Background: an optimization exercise with open tools, aiming at small area, a short achievable clock period and few clock cycles. Do not read the settings as production practice.
RTL that was checked went through simulation tests only; none was proved equivalent to the original.

==> flow/design.v <==
`default_nettype none
module xtea_core(
                 input wire           clk,
                 input wire           reset_n,
                 input wire           encdec,    
                 input wire           start,     
                 input wire           mode_we,   
                 input wire           mode_new,  
                 output wire          busy,
                 output wire          ready,
                 input wire [127 : 0] key,       
                 input wire [63 : 0]  block,     
                 output wire          swap,      
                 output wire [63 : 0] result     
                );
  localparam [31 : 0] DELTA        = 32'h9e3779b9;
  localparam [31 : 0] DEC_INIT     = ~32'hc6ef3720;  
  localparam [1 : 0]  DEC_INIT_SEL = 2'd2;           
  logic          busy_reg;
  logic [5 : 0]  hr_reg;         
  logic [31 : 0] sum_reg;        
  logic [1 : 0]  sel_reg;        
  logic          swap_reg;       
  logic [31 : 0] a_reg;          
  logic [31 : 0] b_reg;          
  logic          last;
  logic          step;
  logic [31 : 0] sum_inc;
  logic [1 : 0]  sel_next;
  logic [31 : 0] self_w;
  logic [31 : 0] other_w;
  logic [31 : 0] keyw;
  logic [32 : 0] rk33;
  logic [31 : 0] f;
  logic [32 : 0] new33;
  assign busy   = busy_reg;
  assign last   = (hr_reg == 6'h3f);
  assign ready  = !busy_reg || last;
  assign swap   = swap_reg;
  assign result = {a_reg, b_reg};
  assign step = busy_reg || start;
  assign self_w  = busy_reg ? a_reg : (encdec ? block[63 : 32] : block[31 : 0]);
  assign other_w = busy_reg ? b_reg : (encdec ? block[31 : 0]  : block[63 : 32]);
  always_comb
    begin
      case (sel_reg)
        2'd0: keyw = key[127 : 96];
        2'd1: keyw = key[95 : 64];
        2'd2: keyw = key[63 : 32];
        default: keyw = key[31 : 0];
      endcase
    end
  assign rk33  = {sum_reg, 1'b1} + {keyw ^ {32{!encdec}}, !encdec};
  assign f     = ({other_w[27 : 0], 4'h0} ^ {5'h0, other_w[31 : 5]}) + other_w;
  assign new33 = {self_w, 1'b1} + {f ^ rk33[32 : 1], !encdec};
  assign sum_inc = sum_reg + DELTA;
  always_comb
    begin
      if (!hr_reg[0])
        sel_next = encdec ? sum_inc[12 : 11] : ~sum_inc[1 : 0];
      else
        sel_next = encdec ? sum_reg[1 : 0] : ~sum_reg[12 : 11];
    end
  always_ff @ (posedge clk or negedge reset_n)
    begin : ctrl_update
      if (!reset_n)
        begin
          busy_reg <= 1'b0;
          hr_reg   <= 6'h0;
        end
      else
        begin
          if (step)
            hr_reg <= hr_reg + 6'h1;
          if (start)
            busy_reg <= 1'b1;
          else if (last)
            busy_reg <= 1'b0;
        end
    end
  always_ff @ (posedge clk)
    begin : dp_update
      if (step)
        begin
          a_reg <= other_w;
          b_reg <= new33[32 : 1];
        end
      if (start)
        swap_reg <= !encdec;
      if (mode_we)
        begin
          sum_reg <= mode_new ? 32'h0 : DEC_INIT;
          sel_reg <= mode_new ? 2'd0 : DEC_INIT_SEL;
        end
      else if (last)
        begin
          sum_reg <= encdec ? 32'h0 : DEC_INIT;
          sel_reg <= encdec ? 2'd0 : DEC_INIT_SEL;
        end
      else if (step)
        begin
          if (!hr_reg[0])
            sum_reg <= sum_inc;
          sel_reg <= sel_next;
        end
    end
endmodule  
`default_nettype none
module xtea(
            input wire               clk,
            input wire               reset_n,
            input wire               cs,
            input wire               we,
            input wire      [7 : 0]  address,
            input wire      [31 : 0] write_data,
            output wire     [31 : 0] read_data
           );
  localparam ADDR_CTRL    = 8'h08;
  localparam ADDR_CONFIG  = 8'h0a;
  localparam ADDR_ROUNDS  = 8'h0c;
  localparam ADDR_KEY0    = 8'h10;
  localparam ADDR_BLOCK0  = 8'h20;
  localparam CORE_NAME0   = 32'h78746561;  
  localparam CORE_NAME1   = 32'h2d313238;  
  localparam CORE_VERSION = 32'h302e3630;  
  logic [31 : 0] key_reg [0 : 3];
  logic [31 : 0] block_reg [0 : 1];
  logic          encdec_reg;
  logic          wr;
  logic          start;
  logic          mode_we;
  logic          busy;
  logic          ready;
  logic          swap;
  logic          rd_b;
  logic [63 : 0] result;
  logic [31 : 0] const_data;
  assign wr      = cs && we && !busy;
  assign start   = wr && (address == ADDR_CTRL) && write_data[1];
  assign mode_we = wr && ((address == ADDR_CONFIG) || (address == ADDR_ROUNDS));
  xtea_core core(
                 .clk(clk),
                 .reset_n(reset_n),
                 .encdec(encdec_reg),
                 .start(start),
                 .mode_we(mode_we),
                 .mode_new(write_data[0]),
                 .busy(busy),
                 .ready(ready),
                 .key({key_reg[0], key_reg[1], key_reg[2], key_reg[3]}),
                 .block({block_reg[0], block_reg[1]}),
                 .swap(swap),
                 .result(result)
                );
  always_ff @ (posedge clk)
    begin : reg_update
      if (mode_we)
        encdec_reg <= write_data[0];
      if (wr && (address[7 : 2] == ADDR_KEY0[7 : 2]))
        key_reg[address[1 : 0]] <= write_data;
      if (wr && (address[7 : 1] == ADDR_BLOCK0[7 : 1]))
        block_reg[address[0]] <= write_data;
    end
  always_comb
    begin : const_mux
      if (address[3])
        const_data = {31'h0, ready};
      else if (address[1])
        const_data = CORE_VERSION;
      else if (address[0])
        const_data = CORE_NAME1;
      else
        const_data = CORE_NAME0;
    end
  assign rd_b      = address[0] ^ swap;
  assign read_data = address[5] ? (rd_b ? result[31 : 0] : result[63 : 32]) :
                     const_data;
endmodule  
make LEC_CHECK=0 CAP_MARGIN=20 CORE_MARGIN=2 CORE_UTILIZATION=40 SETUP_SLACK_MARGIN=1.5 SLEW_MARGIN=20 finish   # period 7.5 ns
run.sh (not shown) runs the stock make flow with config.mk's settings and CLKGATE_MAP_FILE= SYNTH_SCRIPT=/design/flow/synth_recipe.tcl, a recipe that flattens the netlist after the stock synthesis.
Then changed:
--- a/flow/design.v
+++ b/flow/design.v
@@ -15,10 +15,11 @@
                 );
   localparam [31 : 0] DELTA        = 32'h9e3779b9;
-  localparam [31 : 0] DEC_INIT     = ~32'hc6ef3720;  
-  localparam [1 : 0]  DEC_INIT_SEL = 2'd2;           
+  localparam [31 : 0] DEC_INIT     = 32'hc6ef3720;  
+  localparam [1 : 0]  DEC_INIT_SEL = 2'd2;          
   logic          busy_reg;
   logic [5 : 0]  hr_reg;         
   logic [31 : 0] sum_reg;        
   logic [1 : 0]  sel_reg;        
+  logic [31 : 0] rk_reg;         
   logic          swap_reg;       
   logic [31 : 0] a_reg;          
@@ -26,20 +27,15 @@
   logic          last;
   logic          step;
-  logic [31 : 0] sum_inc;
+  logic [31 : 0] sum_next;
   logic [1 : 0]  sel_next;
-  logic [31 : 0] self_w;
-  logic [31 : 0] other_w;
   logic [31 : 0] keyw;
-  logic [32 : 0] rk33;
   logic [31 : 0] f;
   logic [32 : 0] new33;
   assign busy   = busy_reg;
-  assign last   = (hr_reg == 6'h3f);
+  assign last   = busy_reg && (hr_reg == 6'h0);
   assign ready  = !busy_reg || last;
   assign swap   = swap_reg;
   assign result = {a_reg, b_reg};
   assign step = busy_reg || start;
-  assign self_w  = busy_reg ? a_reg : (encdec ? block[63 : 32] : block[31 : 0]);
-  assign other_w = busy_reg ? b_reg : (encdec ? block[31 : 0]  : block[63 : 32]);
   always_comb
     begin
@@ -51,14 +47,13 @@
       endcase
     end
-  assign rk33  = {sum_reg, 1'b1} + {keyw ^ {32{!encdec}}, !encdec};
-  assign f     = ({other_w[27 : 0], 4'h0} ^ {5'h0, other_w[31 : 5]}) + other_w;
-  assign new33 = {self_w, 1'b1} + {f ^ rk33[32 : 1], !encdec};
-  assign sum_inc = sum_reg + DELTA;
+  assign f     = ({b_reg[27 : 0], 4'h0} ^ {5'h0, b_reg[31 : 5]}) + b_reg;
+  assign new33 = {a_reg, 1'b1} + {f ^ rk_reg, !encdec};
+  assign sum_next = encdec ? sum_reg + DELTA : sum_reg - DELTA;
   always_comb
     begin
       if (!hr_reg[0])
-        sel_next = encdec ? sum_inc[12 : 11] : ~sum_inc[1 : 0];
+        sel_next = encdec ? sum_next[12 : 11] : sum_next[1 : 0];
       else
-        sel_next = encdec ? sum_reg[1 : 0] : ~sum_reg[12 : 11];
+        sel_next = encdec ? sum_reg[1 : 0] : sum_reg[12 : 11];
     end
   always_ff @ (posedge clk or negedge reset_n)
@@ -71,5 +66,5 @@
       else
         begin
-          if (step)
+          if (step && !last)
             hr_reg <= hr_reg + 6'h1;
           if (start)
@@ -81,11 +76,16 @@
   always_ff @ (posedge clk)
     begin : dp_update
-      if (step)
+      rk_reg <= (sum_reg + keyw) ^ {32{!encdec}};
+      if (start)
         begin
-          a_reg <= other_w;
+          swap_reg <= !encdec;
+          a_reg    <= encdec ? block[63 : 32] : block[31 : 0];
+          b_reg    <= encdec ? block[31 : 0]  : block[63 : 32];
+        end
+      else if (busy_reg)
+        begin
+          a_reg <= b_reg;
           b_reg <= new33[32 : 1];
         end
-      if (start)
-        swap_reg <= !encdec;
       if (mode_we)
         begin
@@ -101,5 +101,5 @@
         begin
           if (!hr_reg[0])
-            sum_reg <= sum_inc;
+            sum_reg <= sum_next;
           sel_reg <= sel_next;
         end
Outcome:
- register-to-register slack gains 0.38 ns
- fmax climbs by 3.3%
- wire length grows by about 3.4%
- non-clock buffer count came out lower by 54
- via count went up by 4.3%
- worst setup slack gains 0.19 ns
- final cell count goes up by 5.0%
- cell area rises by 3.3%
- utilization falls by 2.3 points
- area after synthesis came out higher by about 9%
- clock skew decreases by 0.0033 ns
- global-route usage goes down by 0.21 points
- worst hold slack hardly moves
Function was not checked in any run of this note: the RTL went through the layout flow alone.

========
== the baseline ==
RTL: one of the versions met above, not the one the previous note started from.
Size in the first run: about 1,700 cells after synthesis, roughly 330 flip-flops, ~0.019 mm2 of cells after synthesis.
==> module xtea_core, before the edit <==
module xtea_core(
                 input wire           clk,
                 input wire           reset_n,
                 input wire           encdec,    
                 input wire           start,     
                 input wire           mode_we,   
                 input wire           mode_new,  
                 output wire          busy,
                 output wire          ready,
                 input wire [127 : 0] key,       
                 input wire [63 : 0]  block,     
                 output wire          swap,      
                 output wire [63 : 0] result     
                );
  localparam [31 : 0] DELTA        = 32'h9e3779b9;
  localparam [31 : 0] DEC_INIT     = 32'hc6ef3720;  
  localparam [1 : 0]  DEC_INIT_SEL = 2'd2;          
  logic          busy_reg;
  logic [5 : 0]  hr_reg;         
  logic [31 : 0] sum_reg;        
  logic [1 : 0]  sel_reg;        
  logic [31 : 0] rk_reg;         
  logic          swap_reg;       
  logic [31 : 0] a_reg;          
  logic [31 : 0] b_reg;          
  logic          last;
  logic          step;
  logic [31 : 0] sum_next;
  logic [1 : 0]  sel_next;
  logic [31 : 0] keyw;
  logic [31 : 0] f;
  logic [32 : 0] new33;
  assign busy   = busy_reg;
  assign last   = busy_reg && (hr_reg == 6'h0);
  assign ready  = !busy_reg || last;
  assign swap   = swap_reg;
  assign result = {a_reg, b_reg};
  assign step = busy_reg || start;
  always_comb
    begin
      case (sel_reg)
        2'd0: keyw = key[127 : 96];
        2'd1: keyw = key[95 : 64];
        2'd2: keyw = key[63 : 32];
        default: keyw = key[31 : 0];
      endcase
    end
  assign f     = ({b_reg[27 : 0], 4'h0} ^ {5'h0, b_reg[31 : 5]}) + b_reg;
  assign new33 = {a_reg, 1'b1} + {f ^ rk_reg, !encdec};
  assign sum_next = encdec ? sum_reg + DELTA : sum_reg - DELTA;
  always_comb
    begin
      if (!hr_reg[0])
        sel_next = encdec ? sum_next[12 : 11] : sum_next[1 : 0];
      else
        sel_next = encdec ? sum_reg[1 : 0] : sum_reg[12 : 11];
    end
  always_ff @ (posedge clk or negedge reset_n)
    begin : ctrl_update
      if (!reset_n)
        begin
          busy_reg <= 1'b0;
          hr_reg   <= 6'h0;
        end
      else
        begin
          if (step && !last)
            hr_reg <= hr_reg + 6'h1;
          if (start)
            busy_reg <= 1'b1;
          else if (last)
            busy_reg <= 1'b0;
        end
    end
  always_ff @ (posedge clk)
    begin : dp_update
      rk_reg <= (sum_reg + keyw) ^ {32{!encdec}};
      if (start)
        begin
          swap_reg <= !encdec;
          a_reg    <= encdec ? block[63 : 32] : block[31 : 0];
          b_reg    <= encdec ? block[31 : 0]  : block[63 : 32];
        end
      else if (busy_reg)
        begin
          a_reg <= b_reg;
          b_reg <= new33[32 : 1];
        end
      if (mode_we)
        begin
          sum_reg <= mode_new ? 32'h0 : DEC_INIT;
          sel_reg <= mode_new ? 2'd0 : DEC_INIT_SEL;
        end
      else if (last)
        begin
          sum_reg <= encdec ? 32'h0 : DEC_INIT;
          sel_reg <= encdec ? 2'd0 : DEC_INIT_SEL;
        end
      else if (step)
        begin
          if (!hr_reg[0])
            sum_reg <= sum_next;
          sel_reg <= sel_next;
        end
    end
endmodule  
clock: 7.5 ns
lec_check: 0
cap_margin: 20
core_margin: 2
core_utilization: 40
setup_slack_margin: 2.5
slew_margin: 20
diff inputs: the baseline => the candidate
--- a/flow/design.v
+++ b/flow/design.v
@@ -11,25 +11,26 @@
                  input wire [127 : 0] key,       
                  input wire [63 : 0]  block,     
                  output wire          swap,      
                  output wire [63 : 0] result     
                 );
   localparam [31 : 0] DELTA        = 32'h9e3779b9;
-  localparam [31 : 0] DEC_INIT     = 32'hc6ef3720;  
+  localparam [31 : 0] DEC_INIT     = ~32'hc6ef3720;  
   localparam [1 : 0]  DEC_INIT_SEL = 2'd2;          
   logic          busy_reg;
   logic [5 : 0]  hr_reg;         
   logic [31 : 0] sum_reg;        
   logic [1 : 0]  sel_reg;        
   logic [31 : 0] rk_reg;         
   logic          swap_reg;       
   logic [31 : 0] a_reg;          
   logic [31 : 0] b_reg;          
   logic          last;
   logic          step;
   logic [31 : 0] sum_next;
+  logic [32 : 0] rk33;
   logic [1 : 0]  sel_next;
   logic [31 : 0] keyw;
   logic [31 : 0] f;
   logic [32 : 0] new33;
   assign busy   = busy_reg;
   assign last   = busy_reg && (hr_reg == 6'h0);
@@ -43,21 +44,22 @@
         2'd0: keyw = key[127 : 96];
         2'd1: keyw = key[95 : 64];
         2'd2: keyw = key[63 : 32];
         default: keyw = key[31 : 0];
       endcase
     end
+  assign rk33  = {sum_reg, 1'b1} + {keyw ^ {32{!encdec}}, !encdec};
   assign f     = ({b_reg[27 : 0], 4'h0} ^ {5'h0, b_reg[31 : 5]}) + b_reg;
   assign new33 = {a_reg, 1'b1} + {f ^ rk_reg, !encdec};
-  assign sum_next = encdec ? sum_reg + DELTA : sum_reg - DELTA;
+  assign sum_next = sum_reg + DELTA;
   always_comb
     begin
       if (!hr_reg[0])
-        sel_next = encdec ? sum_next[12 : 11] : sum_next[1 : 0];
+        sel_next = encdec ? sum_next[12 : 11] : ~sum_next[1 : 0];
       else
-        sel_next = encdec ? sum_reg[1 : 0] : sum_reg[12 : 11];
+        sel_next = encdec ? sum_reg[1 : 0] : ~sum_reg[12 : 11];
     end
   always_ff @ (posedge clk or negedge reset_n)
     begin : ctrl_update
       if (!reset_n)
         begin
           busy_reg <= 1'b0;
@@ -72,13 +74,13 @@
           else if (last)
             busy_reg <= 1'b0;
         end
     end
   always_ff @ (posedge clk)
     begin : dp_update
-      rk_reg <= (sum_reg + keyw) ^ {32{!encdec}};
+      rk_reg <= rk33[32 : 1];
       if (start)
         begin
           swap_reg <= !encdec;
           a_reg    <= encdec ? block[63 : 32] : block[31 : 0];
           b_reg    <= encdec ? block[31 : 0]  : block[63 : 32];
         end
Notes after the runs:
- Run comparison: the candidate leading cell category by total area flip-flops and latches; the baseline leading cell category by total area multi-input combinational cells
- Vias: the candidate fewer than the baseline
- Comparing the candidate and the baseline, number of clock buffers in the layout is lower on the baseline.
- [the candidate] die boundary height fell 3.6 um relative to the baseline
- Compared to the baseline, the candidate shows a narrower setup margin.
- In the candidate, non-clock buffer instance count of the final layout is lower than in the baseline.
Testbench counts of the candidate, summed over its fixed seeds: cycles 35,648.
The RTL of the baseline was laid out without a check of its function.

## what the ideal ports hide
In the flow no input, the clock included, has a driving cell. The finished layouts below were timed again as built, in two steps.
Step 1: set_driving_cell puts a clkbuf_16 on clk and a buf_2 on each other input, an assumption about the parent block.
Step 2 moves the port delays by t, midway between the first and last clock arrival at a register: inputs arrive t later, outputs are due t later. That takes back most of the time a late clock gives input paths.
Three values: ideal ports, drivers, drivers and shift; two values: the first two.
run	shift t [ns]	setup WS [ns]	worst setup path after step 2	worst register clock-pin slew, ns	pins driven straight from the clock port
the first run of note 1	0.613	1.732 / 1.732 / 1.732	register to register	0.07 / 0.07	1
the second run of note 1	0.579	1.918 / 1.847 / 1.847	input to output	0.06 / 0.06	1
the baseline	0.580	2.528 / 2.522 / 2.495	input to register	0.06 / 0.06	1
the candidate	0.576	2.502 / 2.471 / 2.333	input to register	0.07 / 0.07	1
After both steps setup and hold are still met in every run listed. For the candidate, which loses most, drivers alone change the setup slack by -0.031 ns; drivers and shift together by -0.169 ns.
